What follows belongs to an exercise in optimizing a design on an open flow for small area and a short achievable clock period; a production flow would make more cautious choices. In this exercise RTL edits were held to simulation tests only and were not proved equivalent to the original.

==> flow/design.v (outline; a module is shown in full before it is edited, if it fits) <==
// module final_log: 1553 lines
module final_log(clk, reset, base, in_data, out_data);
  // ...
==> flow/run.sh <==
#!/bin/bash
# synth_recipe.tcl (not shown) runs the flow's synth.tcl, then flattens the netlist and writes it again
# the make line also repeats each setting of config.mk as NAME=value (left out here)
make -C /OpenROAD-flow-scripts/flow DESIGN_CONFIG=/design/flow/config.mk WORK_HOME=/design/flow/orfs CLKGATE_MAP_FILE= SYNTH_SCRIPT=/design/flow/synth_recipe.tcl finish
==> flow/config.mk <==
export PLATFORM = sky130hd
export DESIGN_NAME = final_log
export DESIGN_NICKNAME = final_log
export VERILOG_FILES = /design/flow/design.v
export SDC_FILE = /design/flow/constraint.sdc
export NUM_CORES = 4
export LEC_CHECK = 0
export ABC_AREA = 1
export CAP_MARGIN = 20
export CORE_MARGIN = 2
export CORE_UTILIZATION = 40
export SLEW_MARGIN = 20
==> flow/constraint.sdc <==
create_clock -name core_clock -period 60.0 [get_ports {clk}]
set_input_delay 12.0000 -clock core_clock [delete_from_list [all_inputs] [get_ports {clk}]]
set_output_delay 12.0000 -clock core_clock [all_outputs]
set_load 0.01 [all_outputs]
==> flow_metrics.tcl, run 1 <==
set metrics [dict create \
    synth-main-ff-cell "dfrtp_1" \
    ios 68 \
    chipHeight_um 183 \
    path_class "register to output port" \
    dpl.cell_count 2312 \
    use_met2 0.345 \
    design_area_um2 13900 \
    endpoint_kind "output port" \
    cts.sinks 31 \
    wl_met2_um 14700 \
    run_status "finished clean" \
    tightest_slew_ns 0.980 \
    final_common_cell "nand2_1" \
    synthAdderAreaFrac 0.347 \
    top_layer "met4" \
    multi_input_area_share 0.748 \
    crit_slowest_cell "nand2_1" \
    slowest_delay_ns 0.72 \
    grt_pass1_wl_um 54300 \
    top_register "wq" \
    syn_area_um2 12800 \
    required_ns 48.00 \
    num_vias 11727 \
    fin_nets 2243 \
    clock_path_buffers 2 \
    final_core_util 0.440 \
    hold_viol 0 \
    syn_avg_cell_area_um2 6.74 \
    clock_cell_area_share 0.0122 \
    floorplan.initialDensity 0.406 \
    via_per_inst 5.05 \
    die_area_um2 33500 \
    path_delay_family "simple AND/OR/NAND/NOR gates" \
    cp_max_fo 39 \
    buf_share 0.0498 \
    maxCapViolCount 0 \
    cpMostUsedCell "nand2_1" \
    ys_warn_count 1 \
    relSlewSlack 0.345 \
    yosysMostFrequentCell "nand2_1" \
    yosys-top-cells-area "ha_1 (18%), fa_1 (17%), nand2_1 (13%)" \
    antenna_found_initial 0 \
]
==> run 2: changes to the inputs <==
--- a/flow/design.v
+++ b/flow/design.v
@@ -801,25 +801,24 @@
     wire w4_16 = d4 ? x4_119 : w3_16;
     wire w4_17 = d4 ? x4_120 : w3_17;
     wire w4_18 = d4 ? x4_121 : w3_18;
     reg [18:0] wq;         
     reg [3:0] dq;          
     reg [1:0] bq;
     reg [3:0] eq;          
     reg invq;              
-    reg nzq;               
     always @(posedge clk or posedge reset)
         if (reset) begin
             wq <= 19'd0; dq <= 4'd0;
-            bq <= 2'd0; eq <= 4'd9; invq <= 1'b0; nzq <= 1'b0;
+            bq <= 2'd0; eq <= 4'd9; invq <= 1'b0;
         end else begin
             wq <= {w4_18, w4_17, w4_16, w4_15, w4_14, w4_13, w4_12, w4_11, w4_10, w4_9, w4_8, w4_7, w4_6, w4_5, w4_4, w4_3, w4_2, w4_1, w4_0};
             dq <= {d4, d3, d2, d1};
-            bq <= base; eq <= e8[3:0]; invq <= ~valid; nzq <= 1'b1;
+            bq <= base; eq <= e8[3:0]; invq <= ~valid;
         end
     wire x5_0 = wq[0] ^ wq[5];
     wire x5_1 = wq[1] ^ wq[6];
     wire x5_2 = wq[2] ^ wq[7];
     wire x5_3 = wq[3] ^ wq[8];
     wire x5_4 = wq[4] ^ wq[9];
     wire x5_5 = wq[5] ^ wq[10];
     wire x5_6 = wq[6] ^ wq[11];
@@ -1544,11 +1543,11 @@
     reg [4:0] cnt;
     integer i;
     always @(*) begin
         cnt = 5'd24;
         for (i = 0; i < 24; i = i + 1)
             if (y[i]) cnt = 5'd23 - i;
     end
     wire [23:0] ys = y << cnt;
-    wire [7:0] expo = (8'd130 - {3'd0, cnt}) & {8{nzq}};
+    wire [7:0] expo = (8'd130 - {3'd0, cnt}) & {8{eq != 4'd9}};    
     always @(*) out_data = invq ? 32'hffffffff : {1'b0, expo, ys[22:3], 3'b0};
 endmodule
==> flow/config.mk (replaced) <==
export PLATFORM = sky130hd
export DESIGN_NAME = final_log
export DESIGN_NICKNAME = final_log
export VERILOG_FILES = /design/flow/design.v
export SDC_FILE = /design/flow/constraint.sdc
export NUM_CORES = 4
export LEC_CHECK = 0
export ABC_AREA = 1
export CAP_MARGIN = 70
export CORE_MARGIN = 2
export CORE_UTILIZATION = 40
export SLEW_MARGIN = 70
==> run 2 against run 1 <==
Against the previous run:
- non-clock buffer count up 6
- highest routed layer unchanged
- routed wire length about the same
- largest cell class unchanged
- fmax up 4.8%
==> flow_metrics.tcl, run 2 <==
set metrics [dict create \
    run_status "finished clean" \
    die_area_um2 33800 \
    num_rows 65 \
    holdWs_ns 12.05 \
    timing.final.ws_setup_ns 33.84 \
    final_cell_mix "nand2_1 (428), inv_1 (356), ha_1 (181), o21ai_0 (131), fa_1 (109)" \
    yosys-top-cells-area "ha_1 (18%), fa_1 (17%), nand2_1 (12%)" \
    num_vias 11726 \
    die_x_um 184 \
    min_period_ns 26.16 \
    tightest_slew_ns 0.470 \
    synthToLayoutAreaGrowth_pct 9.78 \
    hold_viol 0 \
    synth_top_area_frac 0.175 \
    coreArea_um2 31700 \
    chipHeight_um 184 \
    multiInputGateArea_um2 10600 \
    synth_seq_cells 30 \
    yosysMostFrequentCell "nand2_1" \
    synth_edf_count 0 \
    top_register "wq" \
    dpl.cell_count 2331 \
    ys_seq_area_frac 0.0582 \
    port_buffers 66 \
    wire_per_inst_um 13.4 \
    ios 68 \
    h-tree-depth 2 \
    grt_max_degree 42 \
    synth_nets 2237 \
    slowest_delay_ns 0.53 \
    n_fill_cell 3253 \
    setup_tns_ns 0 \
    clock_path_buffers 2 \
    required_ns 48.00 \
    clk_pin_slew_worst_paths_ns 0.05 \
    antenna_cells 0 \
    firstDrtPassIters 5 \
    setup_viol 0 \
    drive_gt1_frac 0.0712 \
    drtIter0Drc 592 \
    startpoint_type "register" \
    crit_slowest_cell "fa_1" \
    antenna_left 0 \
    fin_nets 2262 \
    antenna_found_initial 0 \
    grt.overflow.total 0 \
    synth_top_area_cell "ha_1" \
    cp_max_fo 34 \
    rsz0062_at_grt "no" \
    drc 0 \
    design_area_um2 14200 \
    cts_root_buf "clkbuf_16" \
    cts_buffers 5 \
    cts_tree "built" \
    maxSlewViolCount 0 \
    final_common_cell "nand2_1" \
    via_per_inst 5.01 \
    syn_area_um2 12900 \
    path_class "register to output port" \
    fmax_mhz 38.2 \
    ys_warn_count 1 \
    crit_arrival_ns 14.16 \
    synth_cell_types 64 \
    post-dp-hpwl_um 27000 \
    syn_avg_cell_area_um2 6.77 \
    track_usage 0.192 \
    largest_register_ffs 19 \
    cts_resized 0 \
    seq_area_um2 757 \
    post-place-ws_ns 33.76 \
    placed_cell_area_um2 14000 \
    drt-total-wl_um 31300 \
    grt_pass1_wl_um 54100 \
    grt_pass1_vias 11506 \
    cts_setup_buffers 0 \
    synth_commonest_cells "nand2_1 (430), inv_1 (360), ha_1 (181), o21ai_0 (165), fa_1 (109)" \
    synth-main-ff-cell "dfrtp_1" \
    place_congestion 0.935 \
    cpMostUsedCell "nand2_1" \
    hold_path.class "primary input to async pin" \
    endpoint_kind "output port" \
    final_cells 2339 \
    cts_hold_buf 0 \
    syn_inst 1911 \
    floorplan.initialDensity 0.408 \
    cts.sinks 30 \
    maxCapViolCount 0 \
    reg_top3 "wq: 19 flops, dq: 4 flops, eq: 4 flops" \
    relSlewSlack 0.684 \
    period_share 0.436 \
    synthArstFlopShare 1.00 \
]
run 2: changes by cell type after synthesis, moves of 4 or more:
cell,before,now
buf_1,5,1
inv_1,350,360
nand2_1,436,430
nand2_2,22,26
nand3_1,93,98
nor2_1,109,105
o211ai_1,8,13
o21ai_1,22,17
run 2: metrics by stage:
| step | util |
|---|---|
| final | 0.448 |
| after CTS | 0.446 |
| after global routing | 0.448 |
| after global placement | 0.436 |
| after detailed placement | 0.440 |
| after floorplan | - |
run 2: logic make-up after synthesis:
| family | synth area share |
|---|---|
| xor gates and xnor gates | 0.0499 |
| adders and majority gates | 0.344 |
| AOI/OAI and AO/OA | 0.167 |
| muxes | 0.00561 |
| DFF | 0.0582 |
| and+or+nand+nor | 0.243 |
| buffers and inverters | 0.132 |
run 2: per-layer routing:
| metal | up-vias | GRT usage | share of wire |
|---|---|---|---|
| met1 | 5297 | 0.262 | 0.48 |
| met2 | 225 | 0.337 | 0.47 |
| li1 | 6173 | - | - |
| met5 | - | 0 | 0 |
| met4 | 0 | 0.0400 | 0.013 |
| met3 | 31 | 0.00812 | 0.038 |
run 2: area by class of cell:
type	count	area share
repair buffers	76	0.0519
flip-flops and latches	30	0.0533
clock inverters	2	0.00423
inverters	371	0.0982
multi-input cells	1452	0.747
well taps	402	0.0354
clock buffers	6	0.00978
run 2: how the worst max path moves through the flow:
stage / from / end / slack (ns) / depth (start not counted)
after floorplan: wq[5] / out_data[21] / 36.00 / 85
after global placement: wq[5] / out_data[22] / 33.53 / 81
after detailed placement: wq[5] / out_data[22] / 33.76 / 81
after CTS: wq[5] / out_data[22] / 33.41 / 81
after global routing: wq[5] / out_data[22] / 32.38 / 79
final: wq[5] / out_data[22] / 33.84 / 81
run 2: critical path, delay by kind of cell (launching register included):
kind	cells	cell delay [ns]
fa+ha+maj	12	4.25
simple gates	37	4.17
compound gates	15	2.64
buf+inv	14	2.04
flops	1	0.39
xor+xnor	2	0.24
mux	1	0.15
==> run 3: changes to the inputs <==
==> flow/flow/run.sh (new file) <==
#!/bin/bash
# The standard layout, with ORFS's timing repair asked to leave 38 ns of setup
# slack (a 22 ns period) instead of none, so that it sizes and buffers the
# critical paths; every tool's output is kept in the ORFS logs and in run.log.
set -euo pipefail
bash standard.sh SETUP_SLACK_MARGIN=38 finish > run.log 2>&1
==> flow/standard.sh (new file) <==
#!/bin/bash
# synth_recipe.tcl (not shown) runs the flow's synth.tcl, then flattens the netlist and writes it again
# the make line also repeats each setting of config.mk as NAME=value (left out here)
make -C /OpenROAD-flow-scripts/flow DESIGN_CONFIG=/design/flow/config.mk WORK_HOME=/design/flow/orfs CLKGATE_MAP_FILE= SYNTH_SCRIPT=/design/flow/synth_recipe.tcl "${@:-finish}"
--- a/flow/config.mk
+++ b/flow/config.mk
@@ -7,6 +7,6 @@
 export LEC_CHECK = 0
 export ABC_AREA = 1
-export CAP_MARGIN = 70
+export CAP_MARGIN = 20
 export CORE_MARGIN = 2
 export CORE_UTILIZATION = 40
-export SLEW_MARGIN = 70
+export SLEW_MARGIN = 20
removed: flow/run.sh
==> run 3 against run 2 <==
Against the previous run:
- die area unchanged
- synthesized cell count unchanged
- hold slack better by 0.032 ns
- sequential share of layout area down 0.96 points
- still clean
- largest cell class unchanged
==> flow_metrics.tcl, run 3 <==
set metrics [dict create \
    synth_commonest_cells "nand2_1 (430), inv_1 (360), ha_1 (181), o21ai_0 (165), fa_1 (109)" \
    wire_per_inst_um 15.0 \
    num_rows 65 \
    drt-total-wl_um 37700 \
    crit_arrival_ns 11.22 \
    antenna_found_initial 0 \
    post-place-ws_ns 34.39 \
    drc 0 \
    synthToLayoutAreaGrowth_pct 33.6 \
    hold_viol 0 \
    crit_slowest_cell "fa_1" \
    clock_path_buffers 2 \
    hold_path.class "primary input to async pin" \
    slowest_delay_ns 0.54 \
    final_common_cell "nand2_1" \
    cts_root_buf "clkbuf_16" \
    num_vias 12976 \
    syn_avg_cell_area_um2 6.77 \
    timing.final.ws_setup_ns 36.78 \
    cpMostUsedCell "nand2_2" \
    coreArea_um2 31700 \
    synth_top_area_cell "ha_1" \
    floorplan.initialDensity 0.408 \
    min_period_ns 23.22 \
    h-tree-depth 2 \
    final_cells 2520 \
    ios 68 \
    multiInputGateArea_um2 12400 \
    yosys.area_share.simple 0.243 \
    grt_util_met3 0.00990 \
    n_fill_cell 2952 \
    firstDrtPassIters 5 \
    synth-main-ff-cell "dfrtp_1" \
    antenna_cells 0 \
    drive_gt1_frac 0.287 \
    final_core_util 0.545 \
    top_register "wq" \
    cts_tree "built" \
    port_buffers 66 \
    maxSlewViolCount 0 \
    run_status "finished clean" \
    dpl.cell_count 2327 \
    endpoint_kind "output port" \
    maxCapViolCount 0 \
    setup_tns_ns 0 \
    use_met2 0.393 \
    syn_area_um2 12900 \
    crit_start "wq[5]" \
    die_x_um 184 \
    final_cell_mix "nand2_1 (376), inv_1 (320), buf_4 (154), ha_1 (152), fa_1 (95)" \
    required_ns 48.00 \
    track_usage 0.220 \
    fin_nets 2443 \
    post-dp-hpwl_um 27100 \
    grt.overflow.total 0 \
    syn_inst 1911 \
    chipHeight_um 184 \
    period_share 0.387 \
    synthMuxAreaShare 0.00561 \
    synth_top_family_by_area "adder cells" \
    yosysMostFrequentCell "nand2_1" \
    cp_max_fo 28 \
    holdWs_ns 12.09 \
    relSlewSlack 0.372 \
    seq_area_um2 756 \
    largest_register_ffs 19 \
    grt_pass1_vias 12721 \
    grt_max_degree 31 \
    cts_buffers 5 \
    path_class "register to output port" \
    fmax_mhz 43.1 \
    synth_seq_cells 30 \
    synthArstFlopShare 1.00 \
    grt_pass1_wl_um 61600 \
    synth_edf_count 0 \
    reg_top3 "wq: 19 flops, dq: 4 flops, eq: 4 flops" \
    die_area_um2 33800 \
    place_congestion 0.946 \
    via_per_inst 5.15 \
    startpoint_type "register" \
    synth_xor_area_frac 0.0499 \
    synth_cell_types 64 \
    ys_seq_area_frac 0.0582 \
    rsz0062_at_grt "yes" \
    cts.sinks 30 \
    tightest_slew_ns 0.941 \
    synth_top_area_frac 0.175 \
    antenna_left 0 \
    ys_warn_count 1 \
    synth_nets 2237 \
    drtIter0Drc 695 \
    yosys-top-cells-area "ha_1 (18%), fa_1 (17%), nand2_1 (12%)" \
    synth-compound-area-share 0.167 \
    synthAdderAreaFrac 0.344 \
    setup_viol 0 \
    clk_pin_slew_worst_paths_ns 0.06 \
    grt_use_met1 0.290 \
    busiest_layer "met2" \
]
run 3: critical path, delay by kind of cell, from the launching register on:
kind	cells	cell delay [ns]
fa+ha+maj	10	3.43
simple gates	30	3.05
compound gates	16	2.26
buf+inv	13	1.36
xor+xnor	2	0.43
flops	1	0.38
run 3: logic make-up (layout without fill, tap and decap cells):
group / after synthesis / count (layout)
AOI/OAI and AO/OA: 366 / 366
and+or+nand+nor: 720 / 737
muxes: 7 / 7
buffers and inverters: 429 / 619
adders and majority gates: 290 / 290
xor gates and xnor gates: 69 / 69
DFF: 30 / 30
run 3: path summary, 6_finish.rpt:
path	end	slack, ns	cells after the start
worst max-delay path	out_data[22]	36.78	71
worst min-delay path	wq[0]	12.09	3
max in group asynchronous	eq[0]	47.59	3
min in group core_clock	bq[0]	12.17	1
run 3: layer usage:
layer  wire, um  vias to the layer above
met5          0                        -
met4        720                        0
met3       1300                       47
met2      19000                      294
met1      16700                     6069
li1           -                     6566
run 3: cell type report:
class,count,area share
clock buffers,6,0.00804
repair inverters,1,0.000507
well taps,402,0.0291
clock inverters,2,0.000724
repair buffers,239,0.117
flip-flops and latches,30,0.0437
inverters,371,0.0829
multi-input cells,1469,0.718
run 3: through the flow:
step                area (um^2)
floorplan                 13400
global placement          14200
detailed placement        14200
CTS                       16300
global route              17300
finish                    17300
run 3: repair_timing:
action | in CTS | in global routing
hold buffers | 0 | 0
endpoints found under the setup margin | 48 | 48
gates cloned | 16 | 3
setup buffers | 115 | 51
resized for setup | 330 | 174
pin swaps | 106 | 90
==> run 4: changes to the inputs <==
==> flow/flow/run.sh (replaced) <==
#!/bin/bash
# The standard layout, with ORFS's timing repair asked to leave 41 ns of setup
# slack (a 19 ns period) instead of none, so that it sizes and buffers the
# critical paths; every tool's output is kept in the ORFS logs and in run.log.
set -euo pipefail
bash standard.sh SETUP_SLACK_MARGIN=41 finish > run.log 2>&1
==> run 4 against run 3 <==
Against the previous run:
- final cell count rose by 1.9%
- still clean
- non-clock buffer count is 46 higher
- hold slack better by 0.017 ns
- setup slack gained 0.095 ns
- core utilization grew 3.6 points
- global-route usage rose by 0.75 points
- via count rose by 3.7%
- first-iteration DRC count is 1.0% lower
- design area up 6.6%
==> flow_metrics.tcl, run 4 <==
set metrics [dict create \
    run_status "finished clean" \
    endpoint_kind "output port" \
    cts_hold_buf 0 \
    ios 68 \
    num_vias 13454 \
    syn_avg_cell_area_um2 6.77 \
    final_cell_mix "nand2_1 (360), inv_1 (310), buf_4 (187), ha_1 (138), fa_1 (94)" \
    floorplan.initialDensity 0.408 \
    crit_arrival_ns 11.13 \
    worst-path-buf-inv 13 \
    post-place-ws_ns 34.41 \
    maxCapViolCount 0 \
    hold_path.class "primary input to async pin" \
    tightest_slew_ns 1.02 \
    antenna_cells 0 \
    syn_area_um2 12900 \
    synthArstFlopShare 1.00 \
    rsz0062_at_grt "yes" \
    die_x_um 184 \
    yosysMostFrequentCell "nand2_1" \
    syn_inst 1911 \
    grt_max_degree 31 \
    synth_cell_types 64 \
    coreArea_um2 31700 \
    timing.final.ws_setup_ns 36.87 \
    drive_gt1_frac 0.345 \
    ys_seq_area_frac 0.0582 \
    clk_pin_slew_worst_paths_ns 0.06 \
    track_usage 0.227 \
    drtIter0Drc 688 \
    hold_viol 0 \
    startpoint_type "register" \
    reg_top3 "wq: 19 flops, dq: 4 flops, eq: 4 flops" \
    maxSlewViolCount 0 \
    synth_seq_cells 30 \
    clock_path_buffers 2 \
    post-dp-hpwl_um 27400 \
    setup_tns_ns 0 \
    place_congestion 0.930 \
    fin_nets 2491 \
    drc 0 \
    ys_warn_count 1 \
    synth_top_area_frac 0.175 \
    cts.sinks 30 \
    num_rows 65 \
    antenna_left 0 \
    drt-total-wl_um 39900 \
    grt_pass1_wl_um 63100 \
    die_area_um2 33800 \
    synth_edf_count 0 \
    antenna_found_initial 0 \
    cts_tree "built" \
    path_delay_family "adder cells" \
    port_buffers 66 \
    top_register "wq" \
    chipHeight_um 184 \
    grt_pass1_vias 13232 \
    placed_cell_area_um2 14400 \
    firstDrtPassIters 7 \
    cpMostUsedCell "nand2_4" \
    cp.depth 77 \
    crit_slowest_cell "fa_2" \
    yosys-top-cells-area "ha_1 (18%), fa_1 (17%), nand2_1 (12%)" \
    grt.overflow.total 0 \
    min_period_ns 23.13 \
    largest_register_ffs 19 \
    cp_max_fo 6 \
    synth-main-ff-cell "dfrtp_1" \
    path_class "register to output port" \
    synth_top_area_cell "ha_1" \
    crit_start "wq[0]" \
    wire_per_inst_um 15.6 \
    period_share 0.385 \
    synthToLayoutAreaGrowth_pct 42.4 \
    cts_root_buf "clkbuf_16" \
    setup_viol 0 \
    synth_commonest_cells "nand2_1 (430), inv_1 (360), ha_1 (181), o21ai_0 (165), fa_1 (109)" \
    required_ns 48.00 \
    slowest_delay_ns 0.59 \
    design_area_um2 18400 \
    synth_nets 2237 \
    h-tree-depth 2 \
    relSlewSlack 0.315 \
    fmax_mhz 43.2 \
    via_per_inst 5.24 \
    final_common_cell "nand2_1" \
    cts_buffers 5 \
]
## run 4: cell types whose count changed in the layout (fill, tap and decap cells not counted), moves of 11 or more
cell	delta
nand3_2	+19
ha_4	+16
o21ai_4	+11
buf_4	+33
ha_1	-14
nand3_1	-22
nand2_1	-16
## run 4: metrics by stage
step                hold slack (ns)  instances   util
floorplan                     12.00       1911      -
global placement              12.41       2326  0.455
detailed placement            12.42       2326  0.455
CTS                           12.12       2521  0.545
global route                  12.14       2568  0.581
finish                        12.10       2568  0.581
## run 4: cells by family (layout without fill, tap and decap cells)
| kind of cell | after synthesis | after routing | share of synthesized area |
|---|---|---|---|
| compound gates | 366 | 366 | 0.167 |
| xor+xnor | 69 | 69 | 0.0499 |
| fa+ha+maj | 290 | 290 | 0.344 |
| buf+inv | 429 | 666 | 0.132 |
| flops | 30 | 30 | 0.0582 |
| mux | 7 | 7 | 0.00561 |
| simple gates | 720 | 738 | 0.243 |
## run 4: per-layer routing
metal,up-vias,global-route usage,share of wire
met5,-,0,0
met4,0,0.0675,0.026
li1,6672,-,-
met1,6342,0.278,0.42
met2,368,0.425,0.51
met3,72,0.0153,0.041
## run 4: cell type report
cell class	count	area [um^2]
Inverter	371	1450
Tap cell	402	503
Timing Repair Buffer	285	2450
Sequential cell	30	756
Multi-Input combinational cell	1470	13100
Clock buffer	6	139
Timing Repair inverter	2	15.0
Fill cell	2805	13300
Clock inverter	2	12.5
## run 4: worst max-delay path by stage
stage               slack, ns           end
finish                  36.87  out_data[22]
global route            36.23  out_data[18]
CTS                     36.87  out_data[22]
detailed placement      34.41  out_data[22]
global placement        34.60  out_data[22]
floorplan               37.11  out_data[21]
## run 4: what timing repair did
item / in CTS / in global routing
gates resized for setup: 445 / 178
buffers inserted: 168 / 45
endpoints found under the setup margin: 49 / 48
pin swaps: 164 / 115
cloned: 19 / 2
==> run 5: changes to the inputs <==
==> flow/flow/run.sh (replaced) <==
#!/bin/bash
# The standard layout (the standard.sh: ORFS from synthesis to the final
# layout, unchanged), with ORFS's timing repair asked to leave 33 ns of setup
# slack instead of none, so that it sizes and buffers the critical paths.
# The ORFS logs keep each tool's output; run.log keeps make's.
set -euo pipefail
bash standard.sh SETUP_SLACK_MARGIN=33 finish > run.log 2>&1
==> run 5 against run 4 <==
Against the previous run:
- fmax down 10%
- first-iteration DRC count increased by 12%
- clock-buffer cell count unchanged
- final cell count decreased by 8.8%
- setup slack got worse by 2.6 ns
- design area decreased by 23%
- sequential share of layout area rose by 1.2 points
- still clean on timing, DRC and antenna
- routed wire length down 21%
- synthesized cell count stayed put
==> flow_metrics.tcl, run 5 <==
set metrics [dict create \
    reg_top3 "wq: 19 flops, dq: 4 flops, eq: 4 flops" \
    crit_arrival_ns 13.73 \
    synthArstFlopShare 1.00 \
    rsz0062_at_grt "no" \
    final_cell_mix "nand2_1 (428), inv_1 (357), ha_1 (181), o21ai_0 (160), fa_1 (109)" \
    synth_seq_cells 30 \
    run_status "finished clean" \
    cts.sinks 30 \
    crit_slowest_cell "o21ai_0" \
    grt_max_degree 42 \
    post-dp-hpwl_um 26900 \
    firstDrtPassIters 7 \
    final_common_cell "nand2_1" \
    yosys.area_share.simple 0.243 \
    synthToLayoutAreaGrowth_pct 9.38 \
    coreArea_um2 31700 \
    antenna_left 0 \
    final_cells 2343 \
    grt.overflow.total 0 \
    synth_top_area_cell "ha_1" \
    syn_area_um2 12900 \
    startpoint_type "register" \
    largest_register_ffs 19 \
    floorplan.initialDensity 0.408 \
    cts_tree "built" \
    grt_pass1_wl_um 53800 \
    path_class "register to output port" \
    synth_xor_area_frac 0.0499 \
    cts_buffers 5 \
    top_register "wq" \
    required_ns 48.00 \
    maxSlewViolCount 0 \
    yosys-top-cells-area "ha_1 (18%), fa_1 (17%), nand2_1 (12%)" \
    port_buffers 66 \
    ys_seq_area_frac 0.0582 \
    synth-compound-area-share 0.167 \
    wire_per_inst_um 13.5 \
    die_area_um2 33800 \
    drt-total-wl_um 31600 \
    setup_tns_ns 0 \
    synth-main-ff-cell "dfrtp_1" \
    yosysMostFrequentCell "nand2_1" \
    num_vias 11806 \
    grt_pass1_vias 11455 \
    holdWs_ns 12.09 \
    setup_viol 0 \
    drive_gt1_frac 0.0623 \
    relSlewSlack 0.377 \
    hold_path.class "primary input to async pin" \
    cts_root_buf "clkbuf_16" \
    clk_pin_slew_worst_paths_ns 0.05 \
    final_core_util 0.446 \
    drc 0 \
    fin_nets 2266 \
    synth_top_area_frac 0.175 \
    track_usage 0.190 \
    fmax_mhz 38.9 \
    ys_warn_count 1 \
    antenna_found_initial 0 \
    synth_nets 2237 \
    num_rows 65 \
    clock_path_buffers 2 \
    min_period_ns 25.73 \
    synth_top_family_by_area "adder cells" \
    synthAdderAreaFrac 0.344 \
    via_per_inst 5.04 \
    slowest_delay_ns 0.67 \
    endpoint_kind "output port" \
    hold_viol 0 \
    ios 68 \
    syn_avg_cell_area_um2 6.77 \
    syn_inst 1911 \
    drtIter0Drc 768 \
    die_x_um 184 \
    period_share 0.429 \
    cp_max_fo 35 \
    dpl.cell_count 2328 \
    synth_commonest_cells "nand2_1 (430), inv_1 (360), ha_1 (181), o21ai_0 (165), fa_1 (109)" \
    h-tree-depth 2 \
    cpMostUsedCell "nand2_1" \
    synthMuxAreaShare 0.00561 \
    synth_edf_count 0 \
    maxCapViolCount 0 \
    antenna_cells 0 \
    cts_hold_buf 0 \
    synth_cell_types 64 \
    tightest_slew_ns 0.925 \
    place_congestion 0.935 \
    chipHeight_um 184 \
]
[run 5: cell types whose count changed in the layout (fill, tap and decap cells not counted), sizes merged, moves of 3 or more]
| cell | previous run | this run |
|---|---|---|
| dlygate4sd2 | 10 | 0 |
| nand2 | 482 | 465 |
| buf | 246 | 11 |
| clkinvlp | 2 | 5 |
| clkdlybuf4s50 | 20 | 66 |
| clkbuf | 12 | 6 |
| inv | 367 | 363 |
[run 5: cell type report]
type / count / area, um^2
repair inverters: 2 / 12.5
flip-flops and latches: 30 / 753
clock buffers: 6 / 139
inverters: 371 / 1400
clock inverters: 2 / 60.1
multi-input cells: 1453 / 10500
repair buffers: 77 / 747
fillers: 3315 / 17600
well taps: 402 / 503
[run 5: timing repair]
action	CTS	global route
gates resized for setup	0	18
setup endpoints to repair	0	27
buffers inserted	0	4
[run 5: kinds of logic (layout without fill, tap and decap cells)]
group | after synthesis | in the layout
DFF | 30 | 30
adders and majority gates | 290 | 290
muxes | 7 | 7
AOI/OAI and AO/OA | 366 | 366
and+or+nand+nor | 720 | 721
buffers and inverters | 429 | 458
xor gates and xnor gates | 69 | 69
[run 5: critical path: cells and delay by family, from the launching register on]
kind	cells	cell delay, ns
and+or+nand+nor	36	4.14
DFF	1	0.39
xor gates and xnor gates	2	0.31
buffers and inverters	12	1.55
adders and majority gates	11	4.13
AOI/OAI and AO/OA	16	2.89
[run 5: how the worst max path moves through the flow]
stage	start	to	slack (ns)	depth (start not counted)
3_3_place_gp	wq[5]	out_data[22]	33.53	81
5_1_grt	wq[5]	out_data[22]	33.03	82
3_5_place_dp	wq[5]	out_data[22]	33.37	81
2_1_floorplan	wq[5]	out_data[21]	36.00	85
4_1_cts	wq[5]	out_data[22]	33.02	81
6_report	wq[5]	out_data[22]	34.27	77
[run 5: metal layers]
layer / up-vias / share of wire / global-route usage
met3: 21 / 0.037 / 0.0103
li1: 6185 / - / -
met5: - / 0 / 0
met4: 0 / 0.0089 / 0.0346
met2: 241 / 0.47 / 0.336
met1: 5359 / 0.48 / 0.259
[run 5: metrics by stage]
stage / area (um^2) / setup WS, ns
2_1_floorplan: 12900 / 36.00
3_3_place_gp: 13800 / 33.53
3_5_place_dp: 13800 / 33.37
4_1_cts: 14000 / 33.02
5_1_grt: 14100 / 33.03
6_report: 14100 / 34.27
==> run 6: changes to the inputs <==
==> flow/flow/run.sh (replaced) <==
#!/bin/bash
# The standard layout (the standard.sh: ORFS from synthesis to the final
# layout, unchanged), with ORFS's timing repair asked to leave 35 ns of setup
# slack instead of none, so that it sizes and buffers the critical paths.
# The ORFS logs keep each tool's output; run.log keeps make's.
set -euo pipefail
bash standard.sh SETUP_SLACK_MARGIN=35 finish > run.log 2>&1
--- a/flow/config.mk
+++ b/flow/config.mk
@@ -9,4 +9,4 @@
 export CAP_MARGIN = 20
 export CORE_MARGIN = 2
-export CORE_UTILIZATION = 40
+export CORE_UTILIZATION = 60
 export SLEW_MARGIN = 20
==> run 6 against run 5 <==
Against the previous run:
- synthesized area stayed put
- core utilization is 24 points higher
- clock-buffer cell count stayed put
- global-route usage is 9.8 points higher
- still clean
- non-clock buffer count is 22 higher
- via count is 4.3% higher
- setup slack better by 1.3 ns
- routed wire length is 3.6% higher
==> flow_metrics.tcl, run 6 <==
set metrics [dict create \
    floorplan.initialDensity 0.613 \
    largest_register_ffs 19 \
    maxCapViolCount 0 \
    grt.overflow.total 0 \
    syn_inst 1911 \
    chipHeight_um 151 \
    synth_nets 2237 \
    firstDrtPassIters 5 \
    run_status "finished clean" \
    crit_arrival_ns 12.42 \
    ys_seq_area_frac 0.0582 \
    synth_cell_types 64 \
    startpoint_type "register" \
    slowest_delay_ns 0.54 \
    cts.sinks 30 \
    crit_slowest_cell "fa_1" \
    clock_path_buffers 2 \
    grt_max_degree 42 \
    endpoint_kind "output port" \
    die_x_um 151 \
    fin_nets 2292 \
    maxSlewViolCount 0 \
    cpMostUsedCell "nand2_1" \
    setup_viol 0 \
    multiInputGateArea_um2 10900 \
    place_congestion 0.975 \
    ys_warn_count 1 \
    yosysMostFrequentCell "nand2_1" \
    synthToLayoutAreaGrowth_pct 12.3 \
    num_vias 12315 \
    rsz0062_at_grt "no" \
    wire_per_inst_um 14.6 \
    antenna_left 0 \
    synth_commonest_cells "nand2_1 (430), inv_1 (360), ha_1 (181), o21ai_0 (165), fa_1 (109)" \
    synth-main-ff-cell "dfrtp_1" \
    grt_pass1_vias 11648 \
    coreArea_um2 21100 \
    track_usage 0.288 \
    top_register "wq" \
    synth_top_area_frac 0.175 \
    period_share 0.407 \
    drc 0 \
    synthArstFlopShare 1.00 \
    design_area_um2 14500 \
    antenna_cells 0 \
    num_rows 53 \
    ios 68 \
    port_buffers 66 \
    synth_seq_cells 30 \
    via_per_inst 5.49 \
    die_area_um2 22700 \
    cts_root_buf "clkbuf_16" \
    post-dp-hpwl_um 26800 \
    hold_path.class "primary input to async pin" \
    clk_pin_slew_worst_paths_ns 0.05 \
    drive_gt1_frac 0.102 \
    cts_tree "built" \
    required_ns 48.00 \
    synth_top_area_cell "ha_1" \
    final_common_cell "nand2_1" \
    relSlewSlack 0.422 \
    path_class "register to output port" \
    cts_buffers 5 \
    fmax_mhz 40.9 \
    synth_edf_count 0 \
    drt-total-wl_um 32700 \
    antenna_found_initial 0 \
    cp_max_fo 11 \
    min_period_ns 24.42 \
    hold_viol 0 \
    syn_area_um2 12900 \
    reg_top3 "wq: 19 flops, dq: 4 flops, eq: 4 flops" \
    seq_area_um2 753 \
    syn_avg_cell_area_um2 6.77 \
    drtIter0Drc 698 \
    setup_tns_ns 0 \
    placed_cell_area_um2 13700 \
    grt_pass1_wl_um 53500 \
    h-tree-depth 2 \
    n_fill_cell 1879 \
    tightest_slew_ns 0.858 \
    yosys-top-cells-area "ha_1 (18%), fa_1 (17%), nand2_1 (12%)" \
    final_cell_mix "nand2_1 (419), inv_1 (351), ha_1 (178), o21ai_0 (127), fa_1 (105)" \
]
run 6: changes by cell type in the layout (fill, tap and decap cells not counted), sizes merged, moves of 2 or more:
cell / previous run / this run
dlymetal6s2s: 0 / 20
clkdlybuf4s50: 66 / 46
nand2: 465 / 469
buf: 11 / 33
bufinv: 2 / 0
clkinvlp: 5 / 7
run 6: kinds of logic (layout without fill, tap and decap cells):
kind of cell,count (synthesis),after routing,synth area share
AO/OA/AOI/OAI,366,366,0.167
XOR/XNOR,69,69,0.0499
adder cells (fa/ha/maj),290,290,0.344
buffers and inverters,429,480,0.132
flip-flops,30,30,0.0582
multiplexers,7,7,0.00561
AND/OR/NAND/NOR,720,725,0.243
run 6: layer usage:
layer  vias to the layer above  GRT usage  share of wire
li1                       6242          -              -
met3                        66     0.0238          0.050
met4                         0     0.0953          0.030
met2                       354      0.516           0.49
met1                      5653      0.368           0.43
met5                         -          0              0
run 6: layout make-up:
cell class	instances	share of cell area
timing repair inverter	2	0.00103
clock inverter	2	0.000861
clock buffer	6	0.00956
inverter	371	0.0972
tap	275	0.0237
timing repair buffer	99	0.0671
sequential	30	0.0519
multi-input combinational	1457	0.749
run 6: worst max-delay path: cells and delay by family (launching register included):
family                   cells  cell delay, ns
AO/OA/AOI/OAI               14            1.98
XOR/XNOR                     2            0.23
adder cells (fa/ha/maj)     12            3.99
buffers and inverters       15            1.43
flip-flops                   1            0.38
multiplexers                 1            0.20
AND/OR/NAND/NOR             39            3.90
run 6: stage by stage:
step	setup WS [ns]	std cells	hold WS [ns]	utilization
after floorplan	36.00	1911	12.00	-
after global placement	33.18	2197	12.45	0.647
after detailed placement	32.88	2197	12.45	0.647
after CTS	34.94	2220	12.15	0.667
after global routing	34.91	2242	12.16	0.689
final	35.58	2242	12.15	0.689
run 6: path summary, 6_finish.rpt:
path                       startpoint            to  slack [ns]  cells past startpoint
setup / recovery                wq[5]  out_data[22]       35.58                     83
max in group asynchronous       reset        wq[14]       47.45                      2
hold / removal                  reset         bq[1]       12.15                      2
min in group core_clock       base[0]         bq[0]       12.16                      1
run 6: repair_timing:
| action | 4_1_cts | 5_1_grt |
|---|---|---|
| pin swaps | 7 | 14 |
| hold buffers | 0 | 0 |
| setup buffers | 9 | 21 |
| setup endpoints to repair | 28 | 48 |
| cloned | 6 | 1 |
| gates resized for setup | 48 | 100 |
==> run 7: changes to the inputs <==
--- a/flow/config.mk
+++ b/flow/config.mk
@@ -6,7 +6,6 @@
 export NUM_CORES = 4
 export LEC_CHECK = 0
-export ABC_AREA = 1
 export CAP_MARGIN = 20
 export CORE_MARGIN = 2
-export CORE_UTILIZATION = 60
+export CORE_UTILIZATION = 40
 export SLEW_MARGIN = 20
==> run 7 against run 6 <==
Against the previous run:
- fmax down 3.5%
- non-clock buffer count rose by 126
- final cell count up 2.1%
- hold slack lost 0.040 ns
- first-iteration DRC count rose by 19%
- core utilization is 17 points lower
- synthesized area grew 1.2%
- critical path type unchanged
- die area rose by 50%
==> flow_metrics.tcl, run 7 <==
set metrics [dict create \
    run_status "finished clean" \
    coreArea_um2 32400 \
    via_per_inst 5.45 \
    syn_avg_cell_area_um2 7.76 \
    required_ns 48.00 \
    antenna_found_initial 0 \
    drt-total-wl_um 37500 \
    antenna_left 0 \
    grt_pass1_vias 11918 \
    firstDrtPassIters 5 \
    setup_viol 0 \
    grt_util_met3 0.0132 \
    largest_register_ffs 19 \
    grt_use_met1 0.289 \
    clk_pin_slew_worst_paths_ns 0.05 \
    synth_top_area_frac 0.173 \
    drtIter0Drc 833 \
    busiest_layer "met2" \
    cts.sinks 30 \
    hold_viol 0 \
    period_share 0.422 \
    die_area_um2 34200 \
    synth_seq_cells 30 \
    cts_tree "built" \
    num_vias 12489 \
    endpoint_kind "output port" \
    grt_pass1_wl_um 59200 \
    synth_cell_types 84 \
    final_common_cell "inv_1" \
    final_cell_mix "inv_1 (183), nand2_1 (169), ha_1 (166), buf_4 (131), a21oi_1 (109)" \
    floorplan.initialDensity 0.404 \
    synthArstFlopShare 1.00 \
    timing.final.ws_setup_ns 34.69 \
    chipHeight_um 185 \
    use_met2 0.359 \
    relSlewSlack 0.431 \
    maxCapViolCount 0 \
    path_class "register to output port" \
    hold_path.class "primary input to async pin" \
    setup_tns_ns 0 \
    post-place-ws_ns 31.89 \
    drc 0 \
    fin_nets 2173 \
    reg_top3 "wq: 19 flops, dq: 4 flops, eq: 4 flops" \
    cts_buffers 5 \
    wire_per_inst_um 16.4 \
    min_period_ns 25.31 \
    tightest_slew_ns 0.854 \
    grt.overflow.total 0 \
    die_x_um 185 \
    grt_max_degree 68 \
    syn_inst 1687 \
    ys_seq_area_frac 0.0576 \
    cts_hold_buf 0 \
    crit_slowest_cell "fa_1" \
    synthToLayoutAreaGrowth_pct 27.9 \
    clock_path_buffers 2 \
    startpoint_type "register" \
    ios 68 \
    synth_edf_count 0 \
    synth_commonest_cells "inv_1 (194), ha_1 (181), nand2_1 (177), a21oi_1 (133), o21ai_0 (129)" \
    h-tree-depth 2 \
    maxSlewViolCount 0 \
    synth_nets 2013 \
    yosysMostFrequentCell "inv_1" \
    top_register "wq" \
    synth-main-ff-cell "dfrtp_1" \
    post-dp-hpwl_um 26800 \
    cp_max_fo 7 \
    track_usage 0.209 \
    rsz0062_at_grt "yes" \
    cts_root_buf "clkbuf_16" \
    ys_warn_count 1 \
    crit_arrival_ns 13.31 \
    synth_top_area_cell "ha_1" \
    antenna_cells 0 \
    drive_gt1_frac 0.239 \
    slowest_delay_ns 0.46 \
    num_rows 66 \
    place_congestion 0.880 \
    yosys-top-cells-area "ha_1 (17%), fa_1 (17%), inv_1 (5.6%)" \
    port_buffers 66 \
    syn_area_um2 13100 \
    cpMostUsedCell "a21o_1" \
    fmax_mhz 39.5 \
]
## run 7: cell types whose count changed in the layout (fill, tap and decap cells not counted), sizes merged, moves of 56 or more
cell,delta
mux2i,+65
nand3,-59
a21oi,+72
o21ai,-56
inv,-165
buf,+143
nand2,-291
## run 7: critical path, delay by kind of cell, from the launching register on
kind	cells	cell delay [ns]
fa+ha+maj	10	3.18
buf+inv	14	1.52
mux	5	0.89
xor+xnor	3	0.72
flops	1	0.37
compound gates	29	5.14
simple gates	8	1.16
## run 7: metal layers
| layer | wire length [um] | vias up |
|---|---|---|
| met2 | 18200 | 327 |
| li1 | - | 6155 |
| met4 | 727 | 0 |
| met5 | 0 | - |
| met1 | 17100 | 5946 |
| met3 | 1430 | 61 |
## run 7: final timing paths
| path | startpoint | to | slack [ns] |
|---|---|---|---|
| max in group asynchronous | reset | eq[0] | 47.57 |
| min in group core_clock | base[0] | bq[0] | 12.17 |
| min | reset | dq[0] | 12.11 |
| max | wq[5] | out_data[10] | 34.69 |
## run 7: layout make-up
cell class	count	area (um^2)
clock inverter	2	12.5
inverter	199	776
tap	442	553
multi-input combinational	1385	12500
timing repair buffer	225	1990
sequential	30	762
fill	3042	15600
clock buffer	6	139
timing repair inverter	1	8.76
## run 7: repair_timing
action / in CTS / in global routing
pin swaps: 72 / 90
cloned: 11 / 2
buffers inserted: 75 / 68
resized for setup: 226 / 165
endpoints found under the setup margin: 48 / 48
## run 7: cells by family after synthesis
logic type,Yosys count,share of synthesized area
buf+inv,278,0.0849
xor+xnor,85,0.0589
mux,103,0.0819
fa+ha+maj,291,0.341
compound gates,459,0.222
flops,30,0.0576
simple gates,441,0.154
## run 7: metrics by stage
stage / hold slack [ns] / cells / util / cell area, um^2
2_1_floorplan: 12.00 / 1687 / - / 13300
3_3_place_gp: 12.43 / 2126 / 0.437 / 14200
3_5_place_dp: 12.42 / 2126 / 0.437 / 14200
4_1_cts: 12.12 / 2220 / 0.484 / 15700
5_1_grt: 12.16 / 2290 / 0.517 / 16700
6_report: 12.11 / 2290 / 0.517 / 16700
==> run 8: changes to the inputs <==
--- a/flow/config.mk
+++ b/flow/config.mk
@@ -6,6 +6,8 @@
 export NUM_CORES = 4
 export LEC_CHECK = 0
+export ABC_AREA = 1
 export CAP_MARGIN = 20
 export CORE_MARGIN = 2
 export CORE_UTILIZATION = 40
 export SLEW_MARGIN = 20
+export TNS_END_PERCENT = 10
==> run 8 against run 7 <==
Against the previous run:
- die area decreased by 1.2%
- routed wire length decreased by 14%
- setup slack improved by 0.95 ns
- design area decreased by 12%
- clock-buffer cell count unchanged
- synthesized cell count increased by 13%
- global-route usage decreased by 1.6 points
- fmax increased by 3.9%
==> flow_metrics.tcl, run 8 <==
set metrics [dict create \
    run_status "finished clean" \
    period_share 0.406 \
    synth_edf_count 0 \
    syn_inst 1911 \
    antenna_cells 0 \
    crit_slowest_cell "clkdlybuf4s50_1" \
    synth_cell_types 64 \
    synthArstFlopShare 1.00 \
    via_per_inst 5.05 \
    synth_nets 2237 \
    place_congestion 0.935 \
    drc 0 \
    top_register "wq" \
    drtIter0Drc 696 \
    chipHeight_um 184 \
    syn_avg_cell_area_um2 6.77 \
    post-dp-hpwl_um 26900 \
    largest_register_ffs 19 \
    h-tree-depth 2 \
    ys_seq_area_frac 0.0582 \
    final_common_cell "nand2_1" \
    drt-total-wl_um 32300 \
    cts_hold_buf 0 \
    ys_warn_count 1 \
    firstDrtPassIters 5 \
    grt_pass1_vias 11623 \
    reg_top3 "wq: 19 flops, dq: 4 flops, eq: 4 flops" \
    startpoint_type "register" \
    track_usage 0.193 \
    num_rows 65 \
    slowest_delay_ns 0.57 \
    hold_viol 0 \
    timing.final.ws_setup_ns 35.64 \
    post-place-ws_ns 33.37 \
    cpMostUsedCell "inv_1" \
    synth_top_area_frac 0.175 \
    setup_viol 0 \
    final_core_util 0.463 \
    yosysMostFrequentCell "nand2_1" \
    port_buffers 66 \
    syn_area_um2 12900 \
    die_x_um 184 \
    min_period_ns 24.36 \
    synth_top_area_cell "ha_1" \
    cp_max_fo 17 \
    fmax_mhz 41.1 \
    drive_gt1_frac 0.0949 \
    path_class "register to output port" \
    required_ns 48.00 \
    cts_root_buf "clkbuf_16" \
    yosys-top-cells-area "ha_1 (18%), fa_1 (17%), nand2_1 (12%)" \
    synth_seq_cells 30 \
    crit_arrival_ns 12.36 \
    maxCapViolCount 0 \
    final_cell_mix "nand2_1 (420), inv_1 (355), ha_1 (176), o21ai_0 (137), fa_1 (105)" \
    relSlewSlack 0.378 \
    endpoint_kind "output port" \
    clock_path_buffers 2 \
    coreArea_um2 31700 \
    setup_tns_ns 0 \
    synthToLayoutAreaGrowth_pct 13.4 \
    cts.sinks 30 \
    hold_path.class "primary input to async pin" \
    ios 68 \
    cts_buffers 5 \
    tightest_slew_ns 0.923 \
    maxSlewViolCount 0 \
    num_vias 11973 \
    grt_pass1_wl_um 54500 \
    antenna_found_initial 0 \
    floorplan.initialDensity 0.408 \
    synth_commonest_cells "nand2_1 (430), inv_1 (360), ha_1 (181), o21ai_0 (165), fa_1 (109)" \
    clk_pin_slew_worst_paths_ns 0.06 \
    grt_max_degree 42 \
    die_area_um2 33800 \
    holdWs_ns 12.09 \
    synth-main-ff-cell "dfrtp_1" \
    cts_tree "built" \
    fin_nets 2295 \
    antenna_left 0 \
    wire_per_inst_um 13.6 \
    rsz0062_at_grt "yes" \
    grt.overflow.total 0 \
]
-- run 8: worst max-delay path, delay by kind of cell (launching register included) --
family	cells	cell delay, ns
fa+ha+maj	14	4.86
xor+xnor	2	0.32
flops	1	0.35
compound gates	13	1.69
buf+inv	16	1.86
simple gates	28	2.97
-- run 8: what timing repair did --
action	4_1_cts	5_1_grt
setup endpoints to repair	28	48
pin swaps	5	17
gates cloned	3	1
setup buffers	10	22
resized for setup	35	74
-- run 8: layer usage --
| metal | GRT usage | up-vias | share of wire |
|---|---|---|---|
| met5 | 0 | - | 0 |
| met4 | 0.0362 | 0 | 0.0096 |
| met3 | 0.0105 | 22 | 0.040 |
| met2 | 0.341 | 266 | 0.48 |
| met1 | 0.261 | 5446 | 0.47 |
| li1 | - | 6239 | - |
-- run 8: area by class of cell --
cell class | count | area (um^2)
fillers | 3259 | 17000
multi-input cells | 1454 | 10800
inverters | 371 | 1410
repair buffers | 106 | 1010
flip-flops and latches | 30 | 753
well taps | 402 | 503
clock buffers | 6 | 139
clock inverters | 2 | 60.1
repair inverters | 1 | 7.51
-- run 8: worst max-delay path by stage --
stage / start / to / slack, ns / cells past startpoint
after floorplan: wq[5] / out_data[21] / 36.00 / 85
after global placement: wq[5] / out_data[22] / 33.53 / 81
after detailed placement: wq[5] / out_data[22] / 33.37 / 81
after CTS: wq[5] / out_data[12] / 34.88 / 81
after global routing: wq[5] / out_data[22] / 34.84 / 75
final: wq[0] / out_data[25] / 35.64 / 73
-- run 8: kinds of logic after synthesis --
group                      synth area share
adders and majority gates             0.344
AOI/OAI and AO/OA                     0.167
xor gates and xnor gates             0.0499
DFF                                  0.0582
muxes                               0.00561
buffers and inverters                 0.132
and+or+nand+nor                       0.243
-- run 8: metrics by stage --
| stage | std cells | instance area, um^2 |
|---|---|---|
| 6_report | 2372 | 14700 |
| 3_3_place_gp | 2328 | 13800 |
| 2_1_floorplan | 1911 | 12900 |
| 3_5_place_dp | 2328 | 13800 |
| 5_1_grt | 2372 | 14700 |
| 4_1_cts | 2349 | 14200 |
==> run 9: changes to the inputs <==
==> flow/flow/run.sh (replaced) <==
#!/bin/bash
# The standard layout (the standard.sh: ORFS from synthesis to the final
# layout, unchanged), with ORFS's timing repair asked to leave 35 ns of setup
# slack instead of none, so that it sizes and buffers the critical paths, then lets it downsize the gates off them (RECOVER_POWER).
# The ORFS logs keep each tool's output; run.log keeps make's.
set -euo pipefail
bash standard.sh SETUP_SLACK_MARGIN=35 RECOVER_POWER=100 finish > run.log 2>&1
--- a/flow/config.mk
+++ b/flow/config.mk
@@ -11,3 +11,2 @@
 export CORE_UTILIZATION = 40
 export SLEW_MARGIN = 20
-export TNS_END_PERCENT = 10
==> run 9 against run 8 <==
Against the previous run:
- now fails the layout checks on capacitance limit, slew limit
- via count is 0.17% lower
- die area stayed put
- setup slack worse by 2.9 ns
- core utilization is 0.45 points lower
- critical path depth is 1 lower
- non-clock buffer count is 2 lower
- flip-flop and latch count stayed put
- clock-buffer cell count stayed put
==> flow_metrics.tcl, run 9 <==
set metrics [dict create \
    die_x_um 184 \
    port_buffers 66 \
    maxSlewViolCount 31 \
    num_rows 65 \
    top_register "wq" \
    chipHeight_um 184 \
    min-delay-start "in_data[31]" \
    cts_buffers 5 \
    grt_max_degree 42 \
    multiInputGateArea_um2 10700 \
    cts.sinks 30 \
    run_status "complete, but fails checks" \
    cpMostUsedCell "nand2_1" \
    tightest_slew_ns 1.62 \
    grt_pass1_vias 11658 \
    firstDrtPassIters 6 \
    yosys-top-cells-area "ha_1 (18%), fa_1 (17%), nand2_1 (12%)" \
    n_fill_cell 3272 \
    floorplan.initialDensity 0.408 \
    endpoint_kind "register" \
    syn_inst 1911 \
    antenna_cells 0 \
    violations "capacitance limit, slew limit" \
    min_period_ns 27.24 \
    hold_path.class "primary input to register" \
    clk_pin_slew_worst_paths_ns 0.05 \
    synth_seq_cells 30 \
    drt-total-wl_um 32300 \
    synth_edf_count 0 \
    slowest_delay_ns 0.78 \
    antenna_left 0 \
    syn_area_um2 12900 \
    drc 0 \
    final_cell_mix "nand2_1 (428), inv_1 (355), ha_1 (177), o21ai_0 (143), nor2_1 (105)" \
    setup_tns_ns 0 \
    synthArstFlopShare 1.00 \
    seq_area_um2 753 \
    hold_end "invq" \
    relSlewSlack -0.0815 \
    ios 68 \
    reg_top3 "wq: 19 flops, dq: 4 flops, eq: 4 flops" \
    synth_nets 2237 \
    cts_root_buf "clkbuf_16" \
    synth_cell_types 64 \
    place_congestion 0.935 \
    startpoint_type "primary input" \
    drive_gt1_frac 0.0843 \
    synthToLayoutAreaGrowth_pct 12.3 \
    synth_top_area_cell "ha_1" \
    whs_path_depth 3 \
    grt.overflow.total 0 \
    largest_register_ffs 19 \
    cts_tree "built" \
    yosysMostFrequentCell "nand2_1" \
    required_ns 60.17 \
    die_area_um2 33800 \
    coreArea_um2 31700 \
    synth-main-ff-cell "dfrtp_1" \
    clock_path_buffers 2 \
    fmax_mhz 36.7 \
    fin_nets 2293 \
    wire_per_inst_um 13.6 \
    hold_viol 0 \
    num_vias 11953 \
    period_share 0.454 \
    synth_commonest_cells "nand2_1 (430), inv_1 (360), ha_1 (181), o21ai_0 (165), fa_1 (109)" \
    h-tree-depth 2 \
    ys_warn_count 1 \
    synth_top_area_frac 0.175 \
    crit_arrival_ns 27.40 \
    grt_pass1_wl_um 54600 \
    cp_max_fo 41 \
    via_per_inst 5.04 \
    path_class "primary input to register" \
    setup_viol 0 \
    ys_seq_area_frac 0.0582 \
    final_common_cell "nand2_1" \
    antenna_found_initial 0 \
    syn_avg_cell_area_um2 6.77 \
    track_usage 0.193 \
    drtIter0Drc 764 \
    maxCapViolCount 1 \
    post-dp-hpwl_um 26900 \
    crit_slowest_cell "nand2_1" \
    rsz0062_at_grt "yes" \
]
## run 9: timing repair
action | 4_1_cts | 5_1_grt
resized for setup | 42 | 80
pin swaps | 5 | 15
cloned | 3 | 2
hold buffers | 0 | 0
endpoints found under the setup margin | 28 | 48
setup buffers | 14 | 15
## run 9: layout make-up
class | instances | area share
inverters | 371 | 0.0971
well taps | 402 | 0.0346
repair inverters | 1 | 0.000517
repair buffers | 104 | 0.0669
flip-flops and latches | 30 | 0.0518
multi-input cells | 1454 | 0.735
clock buffers | 6 | 0.00956
clock inverters | 2 | 0.00413
## run 9: cell families after synthesis
group           count (synthesis)  synth area share
compound gates                366             0.167
xor+xnor                       69            0.0499
fa+ha+maj                     290             0.344
buf+inv                       429             0.132
flops                          30            0.0582
mux                             7           0.00561
simple gates                  720             0.243
## run 9: critical path: cells and delay by family
kind / cells / cell delay (ns)
and+or+nand+nor: 27 / 5.55
AOI/OAI and AO/OA: 24 / 5.42
buffers and inverters: 14 / 2.38
adders and majority gates: 7 / 1.99
## run 9: worst max path at each step
stage	start	to	depth (start not counted)
2_1_floorplan	wq[5]	out_data[21]	85
3_3_place_gp	wq[5]	out_data[22]	81
3_5_place_dp	wq[5]	out_data[22]	81
4_1_cts	wq[5]	out_data[11]	75
5_1_grt	in_data[1]	wq[13]	72
6_report	in_data[1]	wq[9]	72
## run 9: per-stage QoR
step                      setup slack, ns  instances  utilization  area, um^2  hold WS (ns)
final                               32.77       2370        0.458       14500         12.27
after floorplan                     36.00       1911            -       12900         12.00
after CTS                           35.04       2353        0.451       14300         12.11
after detailed placement            33.37       2328        0.436       13800         12.41
after global placement              33.53       2328        0.436       13800         12.40
after global routing                30.78       2370        0.458       14500         12.27
## run 9: layer usage
metal	track usage	part of all wire	up-vias
met1	0.262	0.47	5417
met2	0.342	0.48	280
met3	0.0105	0.038	25
li1	-	-	6231
met4	0.0362	0.010	0
met5	0	0	-
==> run 10: changes to the inputs <==
==> flow/flow/run.sh (replaced) <==
#!/bin/bash
# The standard layout (the standard.sh: ORFS from synthesis to the final
# layout, unchanged), with ORFS's timing repair asked to leave 35 ns of setup
# slack instead of none, so that it sizes and buffers the critical paths.
# Ports get buf_1 buffers rather than the delay cells buffer_ports picks on
# its own; the timing repair resizes them where that matters.
# The ORFS logs keep each tool's output; run.log keeps make's.
set -euo pipefail
bash standard.sh SETUP_SLACK_MARGIN=35 "BUFFER_PORTS_ARGS=-buffer_cell sky130_fd_sc_hd__buf_1" finish > run.log 2>&1
==> run 10 against run 9 <==
Against the previous run:
- now clean on timing, DRC and antenna
- critical path depth grew 10
- clock-buffer cell count stayed put
- fmax rose by 13%
- core utilization down 1.4 points
==> flow_metrics.tcl, run 10 <==
set metrics [dict create \
    largest_register_ffs 19 \
    period_share 0.402 \
    synth-main-ff-cell "dfrtp_1" \
    syn_area_um2 12900 \
    synth_cell_types 64 \
    final_common_cell "nand2_1" \
    slowest_delay_ns 0.61 \
    synth_top_area_frac 0.175 \
    wire_per_inst_um 13.7 \
    num_vias 11956 \
    cts_hold_buf 0 \
    synth_top_area_cell "ha_1" \
    cts_root_buf "clkbuf_16" \
    required_ns 48.00 \
    drive_gt1_frac 0.0879 \
    floorplan.initialDensity 0.408 \
    grt_pass1_vias 11595 \
    ios 68 \
    die_area_um2 33800 \
    clk_pin_slew_worst_paths_ns 0.06 \
    place_congestion 0.922 \
    synth_edf_count 0 \
    setup_viol 0 \
    fmax_mhz 41.5 \
    track_usage 0.196 \
    design_area_um2 14100 \
    ys_warn_count 1 \
    fin_nets 2281 \
    path_delay_family "adder cells" \
    hold_path.class "primary input to async pin" \
    synth_commonest_cells "nand2_1 (430), inv_1 (360), ha_1 (181), o21ai_0 (165), fa_1 (109)" \
    placed_cell_area_um2 13400 \
    h-tree-depth 2 \
    drc 0 \
    cts_tree "built" \
    syn_avg_cell_area_um2 6.77 \
    worst-path-buf-inv 15 \
    antenna_cells 0 \
    relSlewSlack 0.395 \
    coreArea_um2 31700 \
    drtIter0Drc 625 \
    cpMostUsedCell "nand2_1" \
    crit_slowest_cell "fa_1" \
    via_per_inst 5.07 \
    tightest_slew_ns 0.897 \
    drt-total-wl_um 32300 \
    grt.overflow.total 0 \
    grt_max_degree 42 \
    n_fill_cell 3347 \
    run_status "finished clean" \
    maxCapViolCount 0 \
    final_core_util 0.444 \
    min_period_ns 24.12 \
    endpoint_kind "output port" \
    cp_max_fo 11 \
    die_x_um 184 \
    reg_top3 "wq: 19 flops, dq: 4 flops, eq: 4 flops" \
    crit_arrival_ns 12.12 \
    top_register "wq" \
    setup_tns_ns 0 \
    post-dp-hpwl_um 27100 \
    syn_inst 1911 \
    synthArstFlopShare 1.00 \
    grt_pass1_wl_um 55200 \
    antenna_left 0 \
    cts_buffers 5 \
    path_class "register to output port" \
    chipHeight_um 184 \
    hold_viol 0 \
    synthToLayoutAreaGrowth_pct 8.80 \
    num_rows 65 \
    cts.sinks 30 \
    final_cell_mix "nand2_1 (422), inv_1 (356), ha_1 (177), o21ai_0 (143), nor2_1 (104)" \
    rsz0062_at_grt "yes" \
    synth_seq_cells 30 \
    antenna_found_initial 0 \
    startpoint_type "register" \
    ys_seq_area_frac 0.0582 \
    clock_path_buffers 2 \
    yosys-top-cells-area "ha_1 (18%), fa_1 (17%), nand2_1 (12%)" \
    synth_nets 2237 \
    firstDrtPassIters 5 \
    yosysMostFrequentCell "nand2_1" \
    maxSlewViolCount 0 \
    port_buffers 66 \
]
## run 10: cell counts after synthesis
No cell type changed its count.
## run 10: cell type report
type                       instances  area, um^2  area share
inverter                         371        1410      0.0999
timing repair inverter             2        15.0     0.00107
tap                              402         503      0.0357
sequential                        30         753      0.0535
multi-input combinational       1454       10700       0.763
timing repair buffer              91         508      0.0361
clock buffer                       6         139     0.00987
clock inverter                     2        12.5    0.000889
## run 10: final timing paths
kind | slack, ns | start | to | cells past startpoint
setup / recovery | 35.88 | wq[0] | out_data[22] | 82
max in group asynchronous | 47.91 | reset | eq[0] | 3
min in group core_clock | 11.83 | in_data[26] | eq[3] | 1
hold / removal | 11.75 | reset | wq[18] | 3
## run 10: kinds of logic after synthesis
| group | share of synthesized area |
|---|---|
| flops | 0.0582 |
| fa+ha+maj | 0.344 |
| xor+xnor | 0.0499 |
| compound gates | 0.167 |
| simple gates | 0.243 |
| buf+inv | 0.132 |
| mux | 0.00561 |
## run 10: metrics by stage
step                      cells  worst slack (ns)  hold slack (ns)
after floorplan            1911             36.00            12.00
after global placement     2327             33.78            12.07
after detailed placement   2327             33.63            12.07
after CTS                  2345             35.03            11.77
after global routing       2358             34.95            11.82
final                      2358             35.88            11.75
## run 10: what timing repair did
action,in CTS,in global routing
pin swaps,5,9
hold endpoints to repair,0,0
buffers inserted,6,10
resized for setup,29,59
cloned,4,3
endpoints found under the setup margin,28,47
## run 10: per-layer routing
layer	vias up	share of wire	track usage	routed length, um
met3	21	0.040	0.0131	1280
met5	-	0	0	0
li1	6201	-	-	-
met4	0	0.012	0.0371	391
met1	5506	0.48	0.268	15400
met2	228	0.47	0.341	15200

separate check: timing with driven ports:
No port has a modelled driver above. Below, the same layouts with a new extraction and two added sets of constraints.
Step 1: set_driving_cell puts a clkbuf_16 on clk and a buf_2 on each other input, an assumption about the parent block.
Step 2 also shifts input and output timing later by t, the mid clock arrival at the registers, as if the neighbouring blocks saw the same clock.
Three values: ideal, step 1, step 2; two values: the first two.
| run | t (ns) | slack for setup (ns) | hold slack, ns | worst setup path at the end | worst data-port slew with drivers (ns) |
|---|---|---|---|---|---|
| run 1 | 0.335 | 32.575 / 32.532 / 32.866 | 12.125 / 12.106 / 12.440 | register to output | 0.05 |
| run 2 | 0.322 | 33.836 / 33.800 / 34.122 | 12.054 / 12.039 / 12.361 | register to output | 0.04 |
| run 3 | 0.332 | 36.777 / 36.734 / 37.066 | 12.085 / 12.062 / 12.394 | register to output | 0.04 |
| run 4 | 0.327 | 36.872 / 36.831 / 37.158 | 12.102 / 12.083 / 12.410 | register to output | 0.05 |
| run 5 | 0.328 | 34.265 / 34.226 / 34.554 | 12.089 / 12.071 / 12.398 | register to output | 0.04 |
| run 6 | 0.315 | 35.580 / 35.542 / 35.857 | 12.154 / 12.138 / 12.453 | register to output | 0.05 |
| run 7 | 0.321 | 34.694 / 34.650 / 34.971 | 12.114 / 12.092 / 12.413 | register to output | 0.04 |
| run 8 | 0.327 | 35.644 / 35.605 / 35.909 | 12.088 / 12.071 / 12.398 | input to register | 0.04 |
| run 9 | 0.328 | 32.765 / 32.787 / 32.460 | 12.268 / 12.250 / 12.578 | input to register | 0.04 |
| run 10 | 0.327 | 35.880 / 35.838 / 36.165 | 11.753 / 11.731 / 12.058 | register to output | 0.03 |
For run 9, which loses most, drivers alone change the setup slack by +0.022 ns; drivers and shift together by -0.305 ns.
